This design comes from an exercise in tuning for small area and a short achievable clock period on the open sky130 flow, not from production work. Only simulation tests tie the RTL to the original design; equivalence was not proved. Power is estimated from default activity; no workload was simulated.

$ cat flow/run.sh
#!/bin/bash
# synth_recipe.tcl (not shown) runs the flow's synth.tcl, then flattens the netlist and writes it again
# the make line also repeats each setting of config.mk as NAME=value (left out here)
make -C /OpenROAD-flow-scripts/flow DESIGN_CONFIG=/design/flow/config.mk WORK_HOME=/design/flow/orfs CLKGATE_MAP_FILE= SYNTH_SCRIPT=/design/flow/synth_recipe.tcl finish
$ cat flow/config.mk
export PLATFORM = sky130hd
export DESIGN_NAME = apb_dut
export DESIGN_NICKNAME = apb_dut
export VERILOG_FILES = /design/flow/design.v
export SDC_FILE = /design/flow/constraint.sdc
export NUM_CORES = 4
export LEC_CHECK = 0
export CAP_MARGIN = 20
export CORE_MARGIN = 2
export CORE_UTILIZATION = 40
export SLEW_MARGIN = 20
$ cat flow/constraint.sdc
create_clock -name core_clock -period 4.2 [get_ports {PCLK}]
set_input_delay 0.8400 -clock core_clock [delete_from_list [all_inputs] [get_ports {PCLK}]]
set_output_delay 0.8400 -clock core_clock [all_outputs]
set_load 0.01 [all_outputs]
$ cat flow/design.v
module apb_dut (
  input  wire        PSEL,
  input  wire        PENABLE,
  input  wire [31:0] PADDR,
  input  wire        PWRITE,
  input  wire [31:0] PWDATA,
  input  wire        PCLK,
  input  wire        PRESET,
  output reg  [31:0] PRDATA,
  output reg         PREADY,
  output reg         PSLVERR
);
  parameter IDLE   = 2'b00;
  parameter SETUP  = 2'b01;
  parameter ACCESS = 2'b10;
  reg [1:0] ps, ns;  
  reg [31:0] mem [31:0];  
  reg        mem_we;      
  always @(posedge PCLK) begin
    if (PRESET) begin
      ps <= IDLE;
    end else begin
      ps <= ns;
    end
  end
  always @(posedge PCLK) begin
    if (mem_we) begin
      mem[PADDR[4:0]] <= PWDATA;
    end
  end
  always @(*) begin
    ns      = ps;
    PREADY  = 1'b0;  
    PSLVERR = 1'b0;  
    mem_we  = 1'b0;
    PRDATA  = mem[PADDR[4:0]];
    case (ps)
      IDLE: begin
        if (PSEL == 1'b1 && PENABLE == 1'b0) begin
          ns = SETUP;
        end else begin
          ns = IDLE;
        end
      end
      SETUP: begin
        if (PSEL == 1'b1 && PENABLE == 1'b1) begin
          ns     = ACCESS;
          PREADY = 1'b1;  
          if (PADDR >= 32) begin  
            PSLVERR = 1'b1;
          end else begin
            if (PWRITE) begin
              mem_we = 1'b1;
            end
          end
        end else if (PSEL == 1'b1 && PENABLE == 1'b0) begin
          ns = SETUP;
        end else begin
          ns = IDLE;
        end
      end
      ACCESS: begin
        PREADY = 1'b1;  
        if (PADDR >= 32) begin
          PSLVERR = 1'b1;
        end
        if (PSEL == 1'b1 && PENABLE == 1'b0) begin
          ns = SETUP;
        end else if (PSEL == 1'b0 && PENABLE == 1'b0) begin
          ns = IDLE;
        end else begin
          ns = IDLE;
        end
      end
      default: ns = IDLE;
    endcase
  end
endmodule
==> flow_summary.json <==
{
  "cp_max_fo": 12,
  "cp-start-kind": "primary input",
  "stdcell_count": 3740,
  "cts.sinks": 1026,
  "p_clk_share_pct": 41.1,
  "area_delta_synth_final_pct": 19.2,
  "p_leak_nw": 16.6,
  "syn_area_mm2": 0.0395,
  "final_common_cell": "edfxtp_1",
  "reg2reg_depth": 8,
  "ys_warn_count": 1,
  "synth_top_area_share_pct": 77.9,
  "worstSkewPairLatency_ns": 0.67,
  "max-cap-violations": 0,
  "final_max_slew_viol_count": 0,
  "antenna_found_initial": 4,
  "syn_area_per_cell_um2": 18.7,
  "power_density_mw_per_mm2": 443,
  "whs_endpoint": "mem[4][7]",
  "via_count": 21100,
  "ios": 103,
  "relSlewSlack_pct": 27.4,
  "dieWidth_um": 318,
  "setup_violations": 0,
  "synth_seq_area_share_pct": 78.0,
  "syn_inst": 2106,
  "worstSetupEndpointType": "output port",
  "top_usage_layer": "met2",
  "grtUsageMet1_pct": 27.2,
  "hold_class": "in2reg",
  "reg2reg_to": "mem[9][0]",
  "cts_tree": "yes",
  "initial_core_util_pct": 40.2,
  "cts-hold-fix-buffers": 0,
  "ant_nets": 0,
  "synth_area_leaders": "edfxtp_1, mux2i_1, o22ai_1",
  "wl_per_cell_um": 27.4,
  "switching_power_mw": 4.34,
  "fin_util_pct": 48.0,
  "drt_iter0_drc": 2056,
  "clk_pin_slew_ns": 0.06,
  "die_y_um": 318,
  "place.detailed.hpwl_mm": 58.7,
  "required_ns": 3.36,
  "crit_chain": "clkdlybuf4s50_1 > buf_4 > buf_6 > nand4b_1 > buf_12 > buf_4 > o22ai_2 > nor4_1 > nand2_1 > clkdlybuf4s50_1",
  "cp_num_buf_inv": 6,
  "grt_max_degree": 40,
  "grt_pass1_wl_mm": 146,
  "combPwrFrac_pct": 4.8,
  "synth_edf_count": 1024,
  "critPathKind": "in2out",
  "dpl.cell_count": 3538,
  "rows": 115,
  "use_met3_pct": 3.40,
  "power.total_mw": 20.8,
  "portBuffers": 102,
  "cts_buffers": 102,
  "place_area_mm2": 0.0436,
  "vdd_drop_max_uv": 371,
  "cts_root_buffer": "clkbuf_16",
  "drive_above_1_share_pct": 17.0,
  "critical-path-top-delay-family": "buffers and inverters",
  "preCtsSetupSlack_ns": -0.317,
  "die-area_mm2": 0.101,
  "wl_mm": 102,
  "p_seq_share_pct": 54.1,
  "overflow": 0,
  "cp.depth": 10,
  "run_status": "no timing/DRC/antenna violations",
  "switching_share_pct": 20.9,
  "slowest_stage": "clkdlybuf4s50_1",
  "design_area_mm2": 0.0471,
  "critPathMaxStageDelay_ns": 0.50,
  "hp-start": "PWDATA[7]",
  "ys_seq_elements": 1026,
  "tightest_slew_ns": 1.09,
  "worstHoldPathCells": 1,
  "period_share_pct": 98.3,
  "hold_slack_ns": 0.704,
  "hold_viol": 0,
  "num-nets-final": 2443,
  "track_usage_pct": 19.9,
  "synth_top_flop_cell": "edfxtp_1",
  "layout_setup_ws_ns": 0.0724,
  "clockBufferDepth": 3,
  "finalCriticalPeriod_ns": 4.13,
  "regToRegStartpoint": "ps[1]",
  "ys_types": 35,
  "fill_cells": 8111,
  "coreArea_mm2": 0.0981,
  "via_per_inst": 5.65,
  "syn_nets": 2179,
  "drc_errors": 0,
  "most-common-layout-cells": "edfxtp_1, mux2i_1, o22ai_1",
  "rrSetupSlack_ns": 1.46,
  "crit_arrival_ns": 3.29,
  "synthArstFlopShare_pct": 0,
  "internal_power_mw": 16.5,
  "skew_ns": 0.0145,
  "drt_pass1_iterations": 5,
  "gp_congestion": 0.776,
  "setup_tns_ns": 0,
  "yosysTopAreaCell": "edfxtp_1",
  "max_freq_ghz": 0.242,
  "met2_usage_pct": 32.8,
  "grt_pass1_vias": 21300,
  "htreeDepth": 3
}
==> worst max-delay path by stage <==
stage          startpoint    endpoint  slack [ns]
6_report         PADDR[0]  PRDATA[13]        0.07
5_1_grt          PADDR[0]   PRDATA[5]      -0.001
4_1_cts          PADDR[0]   PRDATA[0]       -0.02
3_5_place_dp     PADDR[4]  PRDATA[24]       -0.32
3_3_place_gp     PADDR[4]  PRDATA[24]       -0.31
2_1_floorplan   PADDR[19]  mem[26][0]       -0.38
==> power by group through the flow <==
| stage | clock (mW) | sequential, mW | combinational [mW] |
|---|---|---|---|
| after floorplan | 0 | 11.5 | 0.469 |
| after global placement | 0 | 11.5 | 0.991 |
| after detailed placement | 0 | 11.5 | 1.01 |
| after CTS | 8.73 | 11.3 | 1.02 |
| after global routing | 9.14 | 11.3 | 1.07 |
| final | 8.57 | 11.3 | 1.00 |
==> synthesized netlist by cell type, drive strengths merged (3+ instances only) <==
library cell	number
nor3	33
o22ai	256
nand4bb	6
edfxtp	1024
mux2i	512
ha	4
nor4	70
buf	102
clkbuf	30
nand4b	4
nand2	35
nand3b	3
or4b	4
==> state kept, by name (all words and copies together) (netlist names) <==
name	cells
ps	2
mem	1024
==> timing repair <==
action,4_1_cts,5_1_grt
setup endpoints to repair,32,16
resized for setup,52,22
buffers inserted,5,7
cloned,3,0
pin swaps,8,3
==> layout make-up <==
cell class | count | area, um^2 | area share, %
Inverter | 2 | 7.51 | 0.0160
Clock inverter | 61 | 475 | 1.01
Antenna cell | 1 | 2.50 | 0.00532
Clock buffer | 125 | 2660 | 5.65
Multi-Input combinational cell | 946 | 8380 | 17.8
Timing Repair Buffer | 292 | 3140 | 6.66
Tap cell | 1287 | 1610 | 3.42
Sequential cell | 1026 | 30800 | 65.4
==> metal layers <==
layer,routed length (um),up-vias
li1,-,9178
met1,43700,11000
met2,49200,787
met3,7090,128
met4,2450,2
met5,10,-
==> worst reg2reg max path, stage by stage (launching register included) <==
cell and delay [ns]:
dfxtp_1 0.33, inv_1 0.09, ha_1 0.18, and3_1 0.20, nand2_1 0.06, or3_2 0.44
buf_12 0.19, nor3_4 0.36, buf_4 0.49
==> cells by family after synthesis <==
kind of cell             Yosys count  synth area share (%)
flip-flops                      1026                  78.0
multiplexers                     512                  13.0
AO/OA/AOI/OAI                    259                  4.12
AND/OR/NAND/NOR                  171                  2.89
buffers and inverters            134                  1.88
adder cells (fa/ha/maj)            4                 0.127

[separate check: timing with driven ports]
No port has a modelled driver above. Below, the same layout with a new extraction and two added sets of constraints.
Step 1: set_driving_cell puts a clkbuf_16 on PCLK and a buf_2 on each other input, an assumption about the parent block.
Step 2 moves the port delays by t, midway between the first and last clock arrival at a register: inputs arrive t later, outputs are due t later. That takes back most of the time a late clock gives input paths.
Slacks: ideal ports / drivers / drivers and shift; pairs: ideal ports / drivers.
t (ns): 0.732
setup WS [ns]: 0.072 / 0.050 / 0.050
hold slack, ns: 0.704 / 0.656 / 0.723
clock arrival spread, ns: 0.024 / 0.025
worst data-port slew with drivers (ns): 0.11
After both steps this run still meets setup and hold. For this run, drivers alone change the setup slack by -0.022 ns; drivers and shift together by -0.022 ns.
